This design comes from an exercise in tuning for small area, a short achievable clock period and few clock cycles on the open sky130 flow, not from production work. Where RTL was checked, it was by simulation tests only, not by an equivalence proof against the original. No activity file was given, so power comes from the tool's default toggle rates.

==> inputs of job 9777 <==
==> flow/design.v <==
module mips_top (input         clk,
                 input         rst,
                 input         port_sel,
                 input         port_en,
                 input  [31:0] user_input,
                 input  [31:0] mem_rdata,
                 output [7:0]  mem_addr,
                 output [31:0] mem_wdata,
                 output        mem_we,
                 output [31:0] outport,
                 output        halted);
    reg [31:0] inport0, inport1, outp;
    always @(posedge clk) begin
        if (port_en && !port_sel) inport0 <= user_input;
        if (port_en &&  port_sel) inport1 <= user_input;
    end
    assign outport = outp;
    reg  [7:0]  ma;      
    reg         fv;      
    reg  [7:0]  ra;      
    reg  [7:0]  da;      
    reg         dv;      
    reg         dbp;     
    reg         btb_v;
    reg  [7:0]  btb_a, btb_t;
    reg         mwe;
    reg  [31:0] mwd;
    assign mem_addr  = ma;
    assign mem_we    = mwe;
    assign mem_wdata = mwd;
    reg         ldm;     
    reg  [4:0]  ldm_rt;
    reg         ldw;     
    reg  [4:0]  ldw_rt;
    reg         hlt;
    assign halted = hlt;
    reg  [31:0] ir;
    reg         iv;
    reg         ir_bp;   
    reg  [31:0] rpc;     
    reg         xv;
    reg  [31:0] xa, xb;  
    reg  [31:0] xalt;    
    reg  [15:0] ximm;
    reg  [4:0]  x_wa;    
    reg         x_wr;    
    reg         x_sub, x_rsum, x_rand, x_ror, x_rxor, x_rsll, x_rsrl, x_rslt;
    reg         x_lw, x_sw, x_beq, x_bne, x_pred, x_jr, x_mult, x_sgn, x_halt;
    reg         w_we;
    reg  [4:0]  w_wa;
    reg  [31:0] w_wd;
    wire [5:0]  op    = ir[31:26];
    wire [5:0]  fn    = ir[5:0];
    wire [4:0]  rs    = ir[25:21];
    wire [4:0]  rt    = ir[20:16];
    wire [4:0]  rd    = ir[15:11];
    wire [15:0] imm   = ir[15:0];
    wire rtype   = (op == 6'h00);
    wire f_addu  = rtype && (fn == 6'h21);
    wire f_subu  = rtype && (fn == 6'h23);
    wire f_and   = rtype && (fn == 6'h24);
    wire f_or    = rtype && (fn == 6'h25);
    wire f_xor   = rtype && (fn == 6'h26);
    wire f_sll   = rtype && (fn == 6'h00);
    wire f_srl   = rtype && (fn == 6'h02 || fn == 6'h03);
    wire f_slt   = rtype && (fn == 6'h2a || fn == 6'h2b);
    wire f_mult  = rtype && (fn == 6'h18 || fn == 6'h19);
    wire f_mfhi  = rtype && (fn == 6'h10);
    wire f_mflo  = rtype && (fn == 6'h12);
    wire f_jr    = rtype && (fn == 6'h08);
    wire i_add   = (op == 6'h09) || (op == 6'h0a);
    wire i_and   = (op == 6'h0c);
    wire i_or    = (op == 6'h0d);
    wire i_xor   = (op == 6'h0e);
    wire i_sub   = (op == 6'h10);
    wire i_lw    = (op == 6'h23);
    wire i_sw    = (op == 6'h2b);
    wire i_beq   = (op == 6'h04);
    wire i_bne   = (op == 6'h05);
    wire i_j     = (op == 6'h02);
    wire i_jal   = (op == 6'h03);
    wire i_halt  = (op == 6'h3f);
    wire lw_p0   = i_lw && (imm == 16'hFFF8);
    wire lw_p1   = i_lw && (imm == 16'hFFFC);
    wire lw_mem  = i_lw && !lw_p0 && !lw_p1;
    wire i_alu   = i_add || i_and || i_or || i_xor || i_sub;
    wire branch  = i_beq || i_bne;
    wire pred    = ir_bp || imm[7];   
    wire r_wr = rtype ? !(f_mult || f_jr) :
                (i_alu || lw_p0 || lw_p1 || i_jal);
    wire [4:0] r_wa = rtype ? rd : (i_jal ? 5'd31 : rt);
    wire [31:0] rf_a, rf_b;
    register_file i_rf (.clk(clk), .rst(rst), .we(w_we), .wa(w_wa), .wd(w_wd),
                        .ra0(rs), .ra1(rt), .rd0(rf_a), .rd1(rf_b));
    wire        mbusy;
    wire [31:0] hi, lo;
    wire        x_exec  = xv && !ldw && !hlt;
    wire        x_free  = !xv || x_exec;
    wire        x_free_d = !(xv && ldw);       
    wire [31:0] sum     = xa + (x_sub ? ~xb : xb) + {31'd0, x_sub};
    wire        lt      = (xa[31] ^ xb[31]) ? xa[31] : sum[31];
    wire [31:0] x_res   = ({32{x_rsum}} & sum)
                        | ({32{x_rand}} & (xa & xb))
                        | ({32{x_ror}}  & (xa | xb))
                        | ({32{x_rxor}} & (xa ^ xb))
                        | ({32{x_rsll}} & (xb << ximm[10:6]))
                        | ({32{x_rsrl}} & (xb >> ximm[10:6]))
                        | {31'd0, x_rslt & lt};
    mips_mul i_mul (.clk(clk), .rst(rst), .start(x_exec && x_mult), .sgn(x_sgn),
                    .a(xa), .b(xb), .busy(mbusy), .hi(hi), .lo(lo));
    wire        eq       = (xa == xb);
    wire        taken    = (x_beq && eq) || (x_bne && !eq);
    wire        mispred  = (x_beq || x_bne) && (taken != x_pred);
    wire        x_redir  = x_exec && (mispred || x_jr);
    wire [31:0] xtarget  = x_jr ? xa : xalt;
    wire [9:0]  dsum     = xa[9:0] + ximm[9:0];
    wire [31:0] zimm_x   = {16'd0, ximm};
    wire [31:0] K        = 32'h0000FFFC;
    wire [31:0] cneed    = xa ^ zimm_x ^ K;
    wire [31:0] cgen     = {(xa[30:0] & zimm_x[30:0]) | ((xa[30:0] ^ zimm_x[30:0]) & ~K[30:0]), 1'b0};
    wire        to_port  = (cneed == cgen);
    wire        x_mem    = x_exec && (x_lw || (x_sw && !to_port));
    function automatic ldhit(input [4:0] l);
        ldhit = (l != 5'd0) && (rs == l || rt == l || (rtype && rd == l) || (i_jal && l == 5'd31));
    endfunction
    wire haz = (xv && x_lw && ldhit(x_wa)) || (ldm && ldhit(ldm_rt)) || (ldw && ldhit(ldw_rt)) ||
               ((f_mfhi || f_mflo) && (mbusy || (xv && x_mult)));
    wire r_adv   = iv && x_free_d && !haz;      
    wire r_go    = r_adv && !hlt && !x_redir;
    wire r_jump  = i_j || i_jal || (branch && pred);
    wire r_redir = r_go && r_jump && !ir_bp;
    wire [31:0] rpc4    = rpc + 32'd4;
    wire [31:0] btarget = {rpc[31:2] + {14'd0, imm} + 30'd1, 2'b00};
    wire [31:0] rtarget = (i_j || i_jal) ? {rpc4[31:28], ir[25:0], 2'b00} : btarget;
    wire a_zero = lw_p0 || lw_p1 || i_jal || f_mfhi || f_mflo;
    wire b_rt   = !(i_alu || lw_p0 || lw_p1 || i_jal || f_mfhi || f_mflo);
    wire fxa = xv && x_wr && (x_wa == rs) && !a_zero;
    wire fxb = xv && x_wr && (x_wa == rt) && b_rt;
    wire fwa = w_we && (w_wa == rs);
    wire fwb = w_we && (w_wa == rt);
    wire [31:0] a_base = a_zero ? 32'd0 : (fwa ? w_wd : rf_a);
    reg  [31:0] b_base;
    always @(*) begin
        if (i_alu)       b_base = {16'd0, imm};
        else if (lw_p0)  b_base = inport0;
        else if (lw_p1)  b_base = inport1;
        else if (i_jal)  b_base = rpc4;
        else if (f_mfhi) b_base = hi;
        else if (f_mflo) b_base = lo;
        else             b_base = fwb ? w_wd : rf_b;
    end
    wire [31:0] a_next = fxa ? x_res : a_base;
    wire [31:0] b_next = fxb ? x_res : b_base;
    wire ir_free = r_adv || !iv;
    wire btb_hit = btb_v && fv && (ma == btb_a);
    wire accept  = dv && !x_redir && !r_redir && ir_free;
    wire drop    = dv && !x_redir && !ir_free;
    reg [7:0] seq_next;
    always @(*) begin
        if (x_redir)      seq_next = xtarget[9:2];
        else if (drop)    seq_next = da;
        else if (r_redir) seq_next = rtarget[9:2];
        else if (!fv)     seq_next = ra;
        else if (btb_hit) seq_next = btb_t;
        else              seq_next = ma + 8'd1;
    end
    always @(posedge clk) begin
        if (rst) begin
            ma     <= 8'd0;
            fv     <= 1'b1;
            dv     <= 1'b0;
            mwe    <= 1'b0;
            ldm    <= 1'b0;
            ldw    <= 1'b0;
            iv     <= 1'b0;
            xv     <= 1'b0;
            w_we   <= 1'b0;
            rpc    <= 32'd0;
            hlt    <= 1'b0;
            btb_v  <= 1'b0;
        end else begin
            if (r_redir) begin
                btb_v <= 1'b1;
                btb_a <= rpc[9:2];
                btb_t <= rtarget[9:2];
            end
            dv <= fv && !x_redir && !drop && !r_redir;
            if (x_mem) begin
                ma <= dsum[9:2];
                fv <= 1'b0;
            end else begin
                ma <= seq_next;
                fv <= 1'b1;
            end
            if (x_redir)
                iv <= 1'b0;
            else if (ir_free)
                iv <= accept;
            if (x_redir)
                rpc <= xtarget;
            else if (r_go)
                rpc <= r_jump ? rtarget : rpc4;
            if (r_go)
                xv <= 1'b1;
            else if (x_exec)
                xv <= 1'b0;
            mwe  <= x_exec && x_sw && !to_port;
            ldm  <= x_exec && x_lw;
            ldw  <= ldm;
            w_we <= ldw ? (ldw_rt != 5'd0) : (x_exec && x_wr);
            if (x_exec && x_halt)
                hlt <= 1'b1;
        end
    end
    always @(posedge clk) begin
        if (rst)
            outp <= 32'd0;
        else if (x_exec && x_sw && to_port)
            outp <= xb;
    end
    always @(posedge clk) begin
        da <= ma;
        if (x_mem)
            ra <= seq_next;
        dbp <= btb_hit;
        if (ir_free) begin
            ir    <= mem_rdata;
            ir_bp <= dbp;
        end
        if (x_free_d) begin
            xa     <= a_next;
            xb     <= b_next;
            xalt   <= pred ? rpc4 : btarget;
            ximm   <= imm;
            x_wa   <= r_wa;
            x_wr   <= r_wr && (r_wa != 5'd0);
            x_sub  <= f_subu || i_sub || f_slt;
            x_rsum <= !(f_and || i_and || f_or || i_or || f_xor || i_xor || f_sll || f_srl || f_slt);
            x_rand <= f_and || i_and;
            x_ror  <= f_or  || i_or;
            x_rxor <= f_xor || i_xor;
            x_rsll <= f_sll;
            x_rsrl <= f_srl;
            x_rslt <= f_slt;
            x_lw   <= lw_mem;
            x_sw   <= i_sw;
            x_beq  <= i_beq;
            x_bne  <= i_bne;
            x_pred <= pred;
            x_jr   <= f_jr;
            x_mult <= f_mult;
            x_sgn  <= !fn[0];
            x_halt <= i_halt;
        end
        mwd    <= xb;
        ldm_rt <= x_wa;
        ldw_rt <= ldm_rt;
        if (ldw) begin
            w_wa <= ldw_rt;
            w_wd <= mem_rdata;
        end else begin
            w_wa <= x_wa;
            w_wd <= x_res;
        end
    end
endmodule
module register_file (input             clk,
                      input             rst,
                      input             we,
                      input      [4:0]  wa,
                      input      [31:0] wd,
                      input      [4:0]  ra0,
                      input      [4:0]  ra1,
                      output     [31:0] rd0,
                      output     [31:0] rd1);
    reg  [31:0] vld;
    wire [31:0] wsel = we ? (32'd1 << wa) : 32'd0;
    always @(posedge clk)
        if (rst)
            vld <= 32'd0;
        else
            vld <= (vld | wsel) & 32'hFFFFFFFE;
    wire [31:0] rv [0:31];
    assign rv[0] = 32'd0;
    genvar r;
    generate
        for (r = 1; r < 32; r = r + 1) begin : g_reg
            reg [31:0] q;
            always @(posedge clk)
                if (wsel[r])
                    q <= wd;
            assign rv[r] = q;
        end
    endgenerate
    assign rd0 = rv[ra0] & {32{vld[ra0]}};
    assign rd1 = rv[ra1] & {32{vld[ra1]}};
endmodule
module mips_mul (input             clk,
                 input             rst,
                 input             start,
                 input             sgn,
                 input      [31:0] a,
                 input      [31:0] b,
                 output            busy,
                 output     [31:0] hi,
                 output     [31:0] lo);
    reg [32:0] ma;     
    reg [35:0] mb;     
    reg [33:0] acc;    
    reg [3:0]  cnt;    
    reg        one0, two0, neg0, one1, two1, neg1;    
    assign busy = (cnt != 4'd0);
    assign hi   = {acc[27:0], mb[35:32]};
    assign lo   = mb[31:0];
    function [2:0] booth(input [2:0] t);
        case (t)
            3'b001, 3'b010: booth = 3'b100;    
            3'b011:         booth = 3'b010;    
            3'b100:         booth = 3'b011;    
            3'b101, 3'b110: booth = 3'b101;    
            default:        booth = 3'b000;    
        endcase
    endfunction
    wire [37:0] ax   = {{5{ma[32]}}, ma};
    wire [37:0] sel0 = one0 ? ax : (two0 ? {ax[36:0], 1'b0} : 38'd0);
    wire [37:0] sel1 = one1 ? ax : (two1 ? {ax[36:0], 1'b0} : 38'd0);
    wire [37:0] r0   = sel0 ^ {38{neg0}};                     
    wire [37:0] r1x  = sel1 ^ {38{neg1}};
    wire [37:0] r1   = {r1x[35:0], neg1, neg1};               
    wire [37:0] r2   = {{4{acc[33]}}, acc};
    wire [37:0] s    = r0 ^ r1 ^ r2;
    wire [37:0] c    = {((r0 & r1) | (r0 & r2) | (r1 & r2)), neg0};
    wire [37:0] sum  = s + c + {37'd0, neg1};
    wire [35:0] bx   = {sgn ? {4{b[31]}} : 4'b0, b};
    always @(posedge clk) begin
        if (rst) begin
            acc <= 34'd0;
            mb  <= 36'd0;
            cnt <= 4'd0;
        end else if (start) begin
            mb  <= bx;
            acc <= 34'd0;
            cnt <= 4'd9;
        end else if (busy) begin
            acc <= sum[37:4];
            mb  <= {sum[3:0], mb[35:4]};
            cnt <= cnt - 4'd1;
        end
    end
    always @(posedge clk) begin
        if (start) begin
            ma <= {sgn & a[31], a};
            {one0, two0, neg0} <= booth({bx[1], bx[0], 1'b0});
            {one1, two1, neg1} <= booth({bx[3], bx[2], bx[1]});
        end else begin
            {one0, two0, neg0} <= booth({mb[5], mb[4], mb[3]});
            {one1, two1, neg1} <= booth({mb[7], mb[6], mb[5]});
        end
    end
endmodule
==> flow/flow/run.sh <==
#!/bin/bash
# Standard ORFS layout (standard.sh: the standard flow's synthesis and flow), with
# repair_timing asked for 10 ns of setup slack at the 14 ns clock, so
# that the critical paths are optimised past the point where the
# constraint alone would stop. The constraints themselves are unchanged.
set -o pipefail
bash standard.sh SETUP_SLACK_MARGIN=10 finish > standard.log 2>&1
==> flow/standard.sh <==
#!/bin/bash
# synth_recipe.tcl (not shown) runs the flow's synth.tcl, then flattens the netlist and writes it again
# the make line also repeats each setting of config.mk as NAME=value (left out here)
make -C /OpenROAD-flow-scripts/flow DESIGN_CONFIG=/design/flow/config.mk WORK_HOME=/design/flow/orfs CLKGATE_MAP_FILE= SYNTH_SCRIPT=/design/flow/synth_recipe.tcl "${@:-finish}"
==> flow/config.mk <==
export PLATFORM = sky130hd
export DESIGN_NAME = mips_top
export DESIGN_NICKNAME = mips_top
export VERILOG_FILES = /design/flow/design.v
export SDC_FILE = /design/flow/constraint.sdc
export NUM_CORES = 8
export LEC_CHECK = 0
export CAP_MARGIN = 20
export CORE_MARGIN = 2
export CORE_UTILIZATION = 40
export PLACE_DENSITY = 0.6
export SLEW_MARGIN = 20
==> flow/constraint.sdc <==
create_clock -name core_clock -period 14.0 [get_ports {clk}]
set_input_delay 2.8000 -clock core_clock [delete_from_list [all_inputs] [get_ports {clk}]]
set_output_delay 2.8000 -clock core_clock [all_outputs]
set_load 0.01 [all_outputs]
==> inputs of job 5434, as changes to job 9777 <==
--- a/flow/design.v
+++ b/flow/design.v
@@ -21,2 +21,3 @@
     reg  [7:0]  da;      
+    reg  [7:0]  da1;     
     reg         dv;      
@@ -36,2 +37,5 @@
     assign halted = hlt;
+    reg         rst_q;
+    always @(posedge clk)
+        rst_q <= rst;
     reg  [31:0] ir;
@@ -43,2 +47,4 @@
     reg  [31:0] xalt;    
+    reg         mq;      
+    reg  [29:0] aq;      
     reg  [15:0] ximm;
@@ -87,3 +93,3 @@
     wire branch  = i_beq || i_bne;
-    wire pred    = ir_bp || imm[7];   
+    wire pred    = ir_bp;             
     wire r_wr = rtype ? !(f_mult || f_jr) :
@@ -91,5 +97,8 @@
     wire [4:0] r_wa = rtype ? rd : (i_jal ? 5'd31 : rt);
+    wire a_zero = lw_p0 || lw_p1 || i_jal || f_mfhi || f_mflo;
+    wire b_rt   = !(i_alu || lw_p0 || lw_p1 || i_jal || f_mfhi || f_mflo);
     wire [31:0] rf_a, rf_b;
-    register_file i_rf (.clk(clk), .rst(rst), .we(w_we), .wa(w_wa), .wd(w_wd),
-                        .ra0(rs), .ra1(rt), .rd0(rf_a), .rd1(rf_b));
+    register_file i_rf (.clk(clk), .rst(rst_q), .we(w_we), .wa(w_wa), .wd(w_wd),
+                        .ra0(rs), .ra1(rt), .en0(!a_zero), .en1(b_rt),
+                        .rd0(rf_a), .rd1(rf_b));
     wire        mbusy;
@@ -101,2 +110,9 @@
     wire        lt      = (xa[31] ^ xb[31]) ? xa[31] : sum[31];
+    function [31:0] rev32(input [31:0] v);
+        integer i;
+        for (i = 0; i < 32; i = i + 1) rev32[i] = v[31 - i];
+    endfunction
+    wire [31:0] shin    = x_rsll ? rev32(xb) : xb;
+    wire [31:0] shr     = shin >> ximm[10:6];
+    wire [31:0] shout   = x_rsll ? rev32(shr) : shr;
     wire [31:0] x_res   = ({32{x_rsum}} & sum)
@@ -105,6 +121,5 @@
                         | ({32{x_rxor}} & (xa ^ xb))
-                        | ({32{x_rsll}} & (xb << ximm[10:6]))
-                        | ({32{x_rsrl}} & (xb >> ximm[10:6]))
+                        | ({32{x_rsll | x_rsrl}} & shout)
                         | {31'd0, x_rslt & lt};
-    mips_mul i_mul (.clk(clk), .rst(rst), .start(x_exec && x_mult), .sgn(x_sgn),
+    mips_mul i_mul (.clk(clk), .rst(rst_q), .start(x_exec && x_mult), .sgn(x_sgn),
                     .a(xa), .b(xb), .busy(mbusy), .hi(hi), .lo(lo));
@@ -130,3 +145,2 @@
     wire r_jump  = i_j || i_jal || (branch && pred);
-    wire r_redir = r_go && r_jump && !ir_bp;
     wire [31:0] rpc4    = rpc + 32'd4;
@@ -134,19 +148,12 @@
     wire [31:0] rtarget = (i_j || i_jal) ? {rpc4[31:28], ir[25:0], 2'b00} : btarget;
-    wire a_zero = lw_p0 || lw_p1 || i_jal || f_mfhi || f_mflo;
-    wire b_rt   = !(i_alu || lw_p0 || lw_p1 || i_jal || f_mfhi || f_mflo);
     wire fxa = xv && x_wr && (x_wa == rs) && !a_zero;
     wire fxb = xv && x_wr && (x_wa == rt) && b_rt;
-    wire fwa = w_we && (w_wa == rs);
-    wire fwb = w_we && (w_wa == rt);
-    wire [31:0] a_base = a_zero ? 32'd0 : (fwa ? w_wd : rf_a);
-    reg  [31:0] b_base;
-    always @(*) begin
-        if (i_alu)       b_base = {16'd0, imm};
-        else if (lw_p0)  b_base = inport0;
-        else if (lw_p1)  b_base = inport1;
-        else if (i_jal)  b_base = rpc4;
-        else if (f_mfhi) b_base = hi;
-        else if (f_mflo) b_base = lo;
-        else             b_base = fwb ? w_wd : rf_b;
-    end
+    wire [31:0] a_base = rf_a;
+    wire [31:0] b_base = rf_b
+                       | ({32{i_alu}}  & {16'd0, imm})
+                       | ({32{lw_p0}}  & inport0)
+                       | ({32{lw_p1}}  & inport1)
+                       | ({32{i_jal}}  & rpc4)
+                       | ({32{f_mfhi}} & hi)
+                       | ({32{f_mflo}} & lo);
     wire [31:0] a_next = fxa ? x_res : a_base;
@@ -155,13 +162,17 @@
     wire btb_hit = btb_v && fv && (ma == btb_a);
-    wire accept  = dv && !x_redir && !r_redir && ir_free;
+    wire accept  = dv && !x_redir && ir_free;
+    wire d_op_j  = (mem_rdata[31:27] == 5'b00001);
+    wire d_op_b  = (mem_rdata[31:27] == 5'b00010) && mem_rdata[7];
+    wire d_jump  = accept && !dbp && (d_op_j || d_op_b);
+    wire [7:0] dtarget = d_op_j ? mem_rdata[7:0] : da1 + mem_rdata[7:0];
     wire drop    = dv && !x_redir && !ir_free;
-    reg [7:0] seq_next;
+    reg [7:0] seq_base;
     always @(*) begin
-        if (x_redir)      seq_next = xtarget[9:2];
-        else if (drop)    seq_next = da;
-        else if (r_redir) seq_next = rtarget[9:2];
-        else if (!fv)     seq_next = ra;
-        else if (btb_hit) seq_next = btb_t;
-        else              seq_next = ma + 8'd1;
+        if (x_redir)      seq_base = xtarget[9:2];
+        else if (drop)    seq_base = da;
+        else if (!fv)     seq_base = ra;
+        else if (btb_hit) seq_base = btb_t;
+        else              seq_base = ma + 8'd1;
     end
+    wire [7:0] seq_next = d_jump ? dtarget : seq_base;
     always @(posedge clk) begin
@@ -177,12 +188,12 @@
             w_we   <= 1'b0;
-            rpc    <= 32'd0;
             hlt    <= 1'b0;
+            mq     <= 1'b0;
             btb_v  <= 1'b0;
         end else begin
-            if (r_redir) begin
+            if (iv && branch && pred) begin
                 btb_v <= 1'b1;
                 btb_a <= rpc[9:2];
-                btb_t <= rtarget[9:2];
+                btb_t <= btarget[9:2];
             end
-            dv <= fv && !x_redir && !drop && !r_redir;
+            dv <= fv && !x_redir && !drop && !d_jump;
             if (x_mem) begin
@@ -198,6 +209,3 @@
                 iv <= accept;
-            if (x_redir)
-                rpc <= xtarget;
-            else if (r_go)
-                rpc <= r_jump ? rtarget : rpc4;
+            mq <= x_exec && mispred;
             if (r_go)
@@ -221,3 +229,15 @@
     always @(posedge clk) begin
-        da <= ma;
+            if (rst_q)
+                rpc <= 32'd0;
+            else if (x_exec && x_jr)
+                rpc <= xa;
+            else if (mq)
+                rpc <= {aq, 2'b00};
+            else if (r_go)
+                rpc <= r_jump ? rtarget : rpc4;
+    end
+    always @(posedge clk) begin
+        da  <= ma;
+        da1 <= ma + 8'd1;
+        aq  <= xalt[31:2];
         if (x_mem)
@@ -227,3 +247,3 @@
             ir    <= mem_rdata;
-            ir_bp <= dbp;
+            ir_bp <= dbp || d_jump;
         end
@@ -273,2 +293,4 @@
                       input      [4:0]  ra1,
+                      input             en0,     
+                      input             en1,
                       output     [31:0] rd0,
@@ -294,4 +316,18 @@
     endgenerate
-    assign rd0 = rv[ra0] & {32{vld[ra0]}};
-    assign rd1 = rv[ra1] & {32{vld[ra1]}};
+    wire fw0 = en0 && we && (wa == ra0) && (wa != 5'd0);
+    wire fw1 = en1 && we && (wa == ra1) && (wa != 5'd0);
+    wire [31:0] sel0 = (32'd1 << ra0) & vld & {32{en0 && !fw0}};
+    wire [31:0] sel1 = (32'd1 << ra1) & vld & {32{en1 && !fw1}};
+    reg  [31:0] o0, o1;
+    integer k;
+    always @(*) begin
+        o0 = {32{fw0}} & wd;
+        o1 = {32{fw1}} & wd;
+        for (k = 1; k < 32; k = k + 1) begin
+            o0 = o0 | ({32{sel0[k]}} & rv[k]);
+            o1 = o1 | ({32{sel1[k]}} & rv[k]);
+        end
+    end
+    assign rd0 = o0;
+    assign rd1 = o1;
 endmodule
==> flow/flow/run.sh (replaced) <==
#!/bin/bash
set -o pipefail
bash standard.sh SETUP_SLACK_MARGIN=10 finish > standard.log 2>&1
Settings changed: CORE_UTILIZATION 40 to 55, CTS_CLUSTER_DIAMETER set to 60, CTS_CLUSTER_SIZE set to 20, PLACE_DENSITY 0.6 to 0.7.
==> inputs of job 6390, as changes to job 9777 <==
--- a/flow/design.v
+++ b/flow/design.v
@@ -21,2 +21,3 @@
     reg  [7:0]  da;      
+    reg  [7:0]  da1;     
     reg         dv;      
@@ -43,2 +44,4 @@
     reg  [31:0] xalt;    
+    reg         mq;      
+    reg  [29:0] aq;      
     reg  [15:0] ximm;
@@ -87,3 +90,3 @@
     wire branch  = i_beq || i_bne;
-    wire pred    = ir_bp || imm[7];   
+    wire pred    = ir_bp;             
     wire r_wr = rtype ? !(f_mult || f_jr) :
@@ -101,2 +104,9 @@
     wire        lt      = (xa[31] ^ xb[31]) ? xa[31] : sum[31];
+    function [31:0] rev32(input [31:0] v);
+        integer i;
+        for (i = 0; i < 32; i = i + 1) rev32[i] = v[31 - i];
+    endfunction
+    wire [31:0] shin    = x_rsll ? rev32(xb) : xb;
+    wire [31:0] shr     = shin >> ximm[10:6];
+    wire [31:0] shout   = x_rsll ? rev32(shr) : shr;
     wire [31:0] x_res   = ({32{x_rsum}} & sum)
@@ -105,4 +115,3 @@
                         | ({32{x_rxor}} & (xa ^ xb))
-                        | ({32{x_rsll}} & (xb << ximm[10:6]))
-                        | ({32{x_rsrl}} & (xb >> ximm[10:6]))
+                        | ({32{x_rsll | x_rsrl}} & shout)
                         | {31'd0, x_rslt & lt};
@@ -130,3 +139,2 @@
     wire r_jump  = i_j || i_jal || (branch && pred);
-    wire r_redir = r_go && r_jump && !ir_bp;
     wire [31:0] rpc4    = rpc + 32'd4;
@@ -155,13 +163,17 @@
     wire btb_hit = btb_v && fv && (ma == btb_a);
-    wire accept  = dv && !x_redir && !r_redir && ir_free;
+    wire accept  = dv && !x_redir && ir_free;
+    wire d_op_j  = (mem_rdata[31:27] == 5'b00001);
+    wire d_op_b  = (mem_rdata[31:27] == 5'b00010) && mem_rdata[7];
+    wire d_jump  = accept && !dbp && (d_op_j || d_op_b);
+    wire [7:0] dtarget = d_op_j ? mem_rdata[7:0] : da1 + mem_rdata[7:0];
     wire drop    = dv && !x_redir && !ir_free;
-    reg [7:0] seq_next;
+    reg [7:0] seq_base;
     always @(*) begin
-        if (x_redir)      seq_next = xtarget[9:2];
-        else if (drop)    seq_next = da;
-        else if (r_redir) seq_next = rtarget[9:2];
-        else if (!fv)     seq_next = ra;
-        else if (btb_hit) seq_next = btb_t;
-        else              seq_next = ma + 8'd1;
+        if (x_redir)      seq_base = xtarget[9:2];
+        else if (drop)    seq_base = da;
+        else if (!fv)     seq_base = ra;
+        else if (btb_hit) seq_base = btb_t;
+        else              seq_base = ma + 8'd1;
     end
+    wire [7:0] seq_next = d_jump ? dtarget : seq_base;
     always @(posedge clk) begin
@@ -179,10 +191,11 @@
             hlt    <= 1'b0;
+            mq     <= 1'b0;
             btb_v  <= 1'b0;
         end else begin
-            if (r_redir) begin
+            if (d_jump && d_op_b) begin
                 btb_v <= 1'b1;
-                btb_a <= rpc[9:2];
-                btb_t <= rtarget[9:2];
+                btb_a <= da;
+                btb_t <= dtarget;
             end
-            dv <= fv && !x_redir && !drop && !r_redir;
+            dv <= fv && !x_redir && !drop && !d_jump;
             if (x_mem) begin
@@ -198,4 +211,7 @@
                 iv <= accept;
-            if (x_redir)
-                rpc <= xtarget;
+            mq <= x_exec && mispred;
+            if (x_exec && x_jr)
+                rpc <= xa;
+            else if (mq)
+                rpc <= {aq, 2'b00};
             else if (r_go)
@@ -221,3 +237,5 @@
     always @(posedge clk) begin
-        da <= ma;
+        da  <= ma;
+        da1 <= ma + 8'd1;
+        aq  <= xalt[31:2];
         if (x_mem)
@@ -227,3 +245,3 @@
             ir    <= mem_rdata;
-            ir_bp <= dbp;
+            ir_bp <= dbp || d_jump;
         end
==> flow/flow/run.sh (replaced) <==
#!/bin/bash
set -o pipefail
bash standard.sh SETUP_SLACK_MARGIN=10 finish > standard.log 2>&1
Settings changed: CORE_UTILIZATION 40 to 55, CTS_CLUSTER_DIAMETER set to 80, CTS_CLUSTER_SIZE set to 25, PLACE_DENSITY 0.6 to 0.7.
==> impl_metrics.yaml <==
status:
  status: "complete, no violations"
critical_path:
  crit_path_start: "ir[19]"
  crit_type: "reg2reg"
final_layout:
  multi_input_cells: 4464
  antennaDiodeCount: 21
pwr:
  p_leak_nw: 31.4
  p_comb_share_pct: 16.8
die:
  start_util_pct: 55.5
detailed_routing:
  top_layer: "met5"
  drt_first_pass_iters: 12
job:
  cap_violations: 0
logic_synthesis:
  synthCells: 6702
-- figures above: job 6390

==> impl_metrics.yaml <==
die:
  start_util_pct: 40.3
final_layout:
  multi_input_cells: 4542
  antennaDiodeCount: 20
status:
  status: "complete, no violations"
detailed_routing:
  top_layer: "met5"
logic_synthesis:
  synthCells: 6757
pwr:
  p_leak_nw: 32.7
-- figures above: job 9777

==> impl_metrics.yaml <==
status:
  status: "stopped before the end"
  failing_step: "global routing"
  toolErrorMsg: "[ERROR GRT-0232] Routing congestion too high. Check the congestion heatmap in the GUI."
logic_synthesis:
  synth_edf_count: 1279
  synthCells: 6546
place:
  gp_congestion: 1.07
global_routing:
  top_usage_layer: "met2"
-- figures above: job 5434

Testbench counts of job 5434, summed over its fixed seeds: cycles 195,314.
Testbench counts of job 6390, summed over its fixed seeds: cycles 195,314.
No functional check of the RTL was part of job 9777.

## what the ideal ports hide
Ports are ideal in the flow. The routed layouts listed here were re-timed in OpenROAD.
Step 1 assumes that a clkbuf_16 drives the clock port and a buf_2 every other input.
Step 2 also shifts input and output timing later by t, the mid clock arrival at the registers, as if the neighbouring blocks saw the same clock.
a / b / c = no drivers / after step 1 / after step 2; a / b = the first two.
| run | shift t [ns] | setup WS [ns] | latest minus earliest clock arrival (ns) | pins driven straight from the clock port |
|---|---|---|---|---|
| job 9777 | 0.934 | 9.794 / 9.725 / 9.055 | 0.082 / 0.081 | 1 |
| job 6390 | 0.824 | 9.715 / 9.715 / 9.099 | 0.104 / 0.104 | 1 |
After both steps every run listed still meets setup and hold. For job 9777, which loses most, drivers alone change the setup slack by -0.069 ns; drivers and shift together by -0.739 ns.
